Context: an optimization exercise on an open-source flow, tuned for small area and a short achievable clock period. The choices shown serve that exercise and are no tape-out recipe.
At most, simulation tests tie the RTL to the original design; equivalence was not proved.

Setup of try-lagoon:
==> flow/design.v (excerpt) <==
module FAS (data_valid, data, clk, rst, fir_d, fir_valid, fft_valid, done, freq,
 fft_d1, fft_d2, fft_d3, fft_d4, fft_d5, fft_d6, fft_d7, fft_d8,
 fft_d9, fft_d10, fft_d11, fft_d12, fft_d13, fft_d14, fft_d15, fft_d0);
    input clk, rst;
    input data_valid;
    input [15:0] data;
    output fir_valid, fft_valid;
    output [15:0] fir_d;
    output [31:0] fft_d1, fft_d2, fft_d3, fft_d4, fft_d5, fft_d6, fft_d7, fft_d8;
    output [31:0] fft_d9, fft_d10, fft_d11, fft_d12, fft_d13, fft_d14, fft_d15, fft_d0;
    output done;
    output [3:0] freq;
reg dv; reg [3:0] ph; reg [7:0] cnt;
wire [3:0] nph = ph + {3'd0, dv};
reg [15:0] x [0:31];
integer xi;
always @(posedge clk) begin x[0] <= data; for (xi=1; xi<32; xi=xi+1) x[xi] <= x[xi-1]; end
reg [16:0] u6; always @(posedge clk) u6 <= {x[4][15],x[4]} + {x[23][15],x[23]};
reg [16:0] u7; always @(posedge clk) u7 <= {x[5][15],x[5]} + {x[22][15],x[22]};
reg [16:0] u8; always @(posedge clk) u8 <= {x[6][15],x[6]} + {x[21][15],x[21]};
reg [16:0] u9; always @(posedge clk) u9 <= {x[7][15],x[7]} + {x[20][15],x[20]};
reg [16:0] u10; always @(posedge clk) u10 <= {x[8][15],x[8]} + {x[19][15],x[19]};
reg [16:0] u11; always @(posedge clk) u11 <= {x[9][15],x[9]} + {x[18][15],x[18]};
reg [16:0] u12; always @(posedge clk) u12 <= {x[10][15],x[10]} + {x[17][15],x[17]};
reg [16:0] u13; always @(posedge clk) u13 <= {x[11][15],x[11]} + {x[16][15],x[16]};
reg [16:0] u14; always @(posedge clk) u14 <= {x[12][15],x[12]} + {x[15][15],x[15]};
reg [16:0] u15; always @(posedge clk) u15 <= {x[13][15],x[13]} + {x[14][15],x[14]};
wire fir_s1 = u6[0] ^ u8[1] ^ u9[0];
  ...
Size: roughly 12000 cells after synthesis, ~550 I/O pins, about 130000 sq um of cells after synthesis.
clock: 18.0 ns
lec_check: 0
cap_margin: 20
core_margin: 2
core_utilization: 40
cts_cluster_diameter: 120
cts_cluster_size: 24
slew_margin: 20
standard.sh (not shown) runs the stock make flow with config.mk's settings and CLKGATE_MAP_FILE= SYNTH_SCRIPT=/design/flow/synth_recipe.tcl, a recipe that flattens the netlist after the stock synthesis.
==> flow/flow/run.sh <==
#!/bin/bash
set -euo pipefail
export SETUP_SLACK_MARGIN=12.9
export BUFFER_PORTS_ARGS="-buffer_cell sky130_fd_sc_hd__buf_2"
R=orfs/results/sky130hd/FAS/base
bash standard.sh synth > flow_synth.log 2>&1
cp $R/1_2_yosys.v yosys_netlist_orig.v
python3 flow/fixfa.py yosys_netlist_orig.v $R/1_2_yosys.v > fixfa.log 2>&1
bash standard.sh > flow_layout.log 2>&1
Other scripts of this flow, unchanged in this note and not shown: flow/flow/fixfa.py
try-lagoon reached the end of the flow, and the finished layout is clean on the timing, design-rule and antenna checks.
For try-delta, these inputs were changed with respect to try-lagoon:
# try-lagoon
export LEC_CHECK = 0
export CAP_MARGIN = 20
export CORE_MARGIN = 2
export CORE_UTILIZATION = 40
export CTS_CLUSTER_DIAMETER = 120
export CTS_CLUSTER_SIZE = 24
export SLEW_MARGIN = 20
create_clock -name core_clock -period 18.0 [get_ports {clk}]
# try-delta
export LEC_CHECK = 0
export CAP_MARGIN = 20
export CORE_MARGIN = 2
export CORE_UTILIZATION = 40
export CTS_CLUSTER_DIAMETER = 150
export CTS_CLUSTER_SIZE = 20
export SLEW_MARGIN = 20
create_clock -name core_clock -period 18.0 [get_ports {clk}]
==> comparison <==
On ratio of routed vias to standard cells, try-delta and try-lagoon are neck and neck. try-delta vs try-lagoon — buffers inserted during post-CTS setup optimization dropped by more than half. Worst slew margin relative to its limit ended up 4.4 points higher on try-delta than on try-lagoon. Sequential share of layout area delta (try-lagoon -> try-delta): insignificant. Compared to try-lagoon, try-delta has cell area after layout 0.65% lower. Side by side, share of the clock period used by the worst path after layout turned out lower in try-delta than in try-lagoon. Lower share of the core filled with cells was reported by try-delta, not try-lagoon. Run comparison: try-delta capture point of the critical path fft_d15[7]; try-lagoon capture point of the critical path fft_d11[11]. As far as area of the die goes, try-delta and try-lagoon are indistinguishable; the numbers are identical. Worst setup path startpoint = ch[0][7]$_DFF_P_: try-delta; worst setup path startpoint = ch[2][11]$_DFF_P_: try-lagoon. Measured against try-lagoon, the number of buffers created by CTS of try-delta comes out at 1.2 times the reference value. try-delta has more setup slack than try-lagoon.
[inputs] try-garnet vs try-delta
-- flow/flow/run.sh --
<<< try-delta, line 3
export SETUP_SLACK_MARGIN=12.9
export BUFFER_PORTS_ARGS="-buffer_cell sky130_fd_sc_hd__buf_2"
R=orfs/results/sky130hd/FAS/base
>>> try-garnet, line 3
export SETUP_SLACK_MARGIN=12.9
export BUFFER_PORTS_ARGS="-buffer_cell sky130_fd_sc_hd__buf_1"
R=orfs/results/sky130hd/FAS/base
==> summary.txt <==
For routed wire length, try-garnet and try-delta come out practically identical. The first-pass GRT wire length on try-delta is in line with that on try-garnet. try-delta -> try-garnet: final standard cell area without fillers decreased slightly. Between try-delta and try-garnet, the clock network area share figures differ only marginally. Against try-delta as the reference, try-garnet delivers a higher count of clock buffers in the final design. Any difference in number of cells in the finished layout apart from fillers between try-garnet and try-delta is small enough to ignore. Of the two candidates, try-delta has the worse post-route worst setup slack and try-garnet the better one.

* * *

## v43
FAS, a different RTL version from the one above (not shown whole).
Size: ~12000 cells after synthesis, roughly 130000 sq um of cells after synthesis.
clock: 18.0 ns
lec_check: 0
cap_margin: 20
core_margin: 2
core_utilization: 40
cts_cluster_diameter: 150
cts_cluster_size: 20
slew_margin: 20
==> flow/flow/run.sh <==
#!/bin/bash
set -euo pipefail
export SETUP_SLACK_MARGIN=13.1
export BUFFER_PORTS_ARGS="-buffer_cell sky130_fd_sc_hd__buf_2"
R=orfs/results/sky130hd/FAS/base
bash standard.sh synth > flow_synth.log 2>&1
cp $R/1_2_yosys.v yosys_netlist_orig.v
python3 flow/fixfa.py yosys_netlist_orig.v $R/1_2_yosys.v > fixfa.log 2>&1
bash standard.sh > flow_layout.log 2>&1
Other scripts of this flow, unchanged in this note and not shown: flow/flow/fixfa.py
Here is what was changed in the inputs of v29 compared with v43.
-- flow/flow/run.sh --
<<< v43, line 3
export SETUP_SLACK_MARGIN=13.1
>>> v29, line 3
export SETUP_SLACK_MARGIN=12.8
-- flow/config.mk --
<<< v43, line 10
export CORE_UTILIZATION = 40
>>> v29, line 10
export CORE_UTILIZATION = 60
Results
Comparing v29 and v43, the higher non-clock buffer count was measured on v43. Summary of the comparison: number of stages on the worst setup path is higher in v29, relative to v43. Looking only at clock buffer count, and setting everything else aside, the lower value of v29 and v43 goes to v29. Changes observed in v29 relative to v43: area growth from synthesis to layout now sits lower; routed wire length has decreased; post-place instance area now sits lower. Critical path class: reg2reg -> v29, reg2out -> v43. Higher maximum frequency from static timing analysis among v29 and v43: v43. When the final numbers for v29 and v43 were put side by side, the number of optimization iterations in the first detailed-route pass turned out to be greater in v43.
Edits applied to the flow inputs when going from v29 to v57:
-- flow/flow/run.sh --
<<< v29, line 3
export SETUP_SLACK_MARGIN=12.8
>>> v57, line 3
export SETUP_SLACK_MARGIN=12.9
==> comparison <==
Final-layout non-clock buffer area share essentially unchanged between v29 and v57. [compare] base=v29 new=v57: routed wire length per instance picked up an extra 0.43%; final worst setup slack picked up an extra 0.061 ns; transition time at the pin with the least slew margin lost 0.0052 ns. v57: first-iteration DRC count is 1.4% lower than what v29 reported. Comparing v29 with v57, the number of filler instances in the final layout came out essentially unchanged. Final-report setup violation count came out exactly the same in v57 and v29. Comparing v29 with v57, the global-route track usage on met1 came out essentially unchanged. Buffer count from post-CTS setup fixing for v57: 21 up relative to v29.
No functional check of the RTL was part of any run of this note.

==> separate check: timing with driven ports <==
The results above use ideal ports. As a check the final layouts listed here were re-extracted and re-timed, cells and wires unchanged.
Step 1 sets driving cells, clkbuf_16 on the clock port and buf_2 on the other inputs (assumed; they add their load-dependent delay and slew).
Step 2 also shifts input and output timing later by t, the mid clock arrival at the registers, as if the neighbouring blocks saw the same clock.
Slacks: ideal / step 1 / step 2; pairs: ideal / step 1.
run	t (ns)	setup WS [ns]	clock arrival spread, ns	worst register clock-pin slew, ns	pins driven straight from the clock port
try-lagoon	1.019	12.819 / 12.706 / 13.127	0.114 / 0.115	0.11 / 0.11	1
try-delta	0.983	12.895 / 12.783 / 13.073	0.080 / 0.080	0.10 / 0.10	1
try-garnet	0.951	12.927 / 12.826 / 13.174	0.080 / 0.081	0.10 / 0.10	1
v43	0.945	12.905 / 12.811 / 13.241	0.082 / 0.083	0.10 / 0.10	1
v29	0.914	12.832 / 12.755 / 12.832	0.077 / 0.078	0.10 / 0.10	1
v57	0.916	12.893 / 12.849 / 12.893	0.079 / 0.080	0.10 / 0.10	1
After both steps every run listed still meets setup and hold.
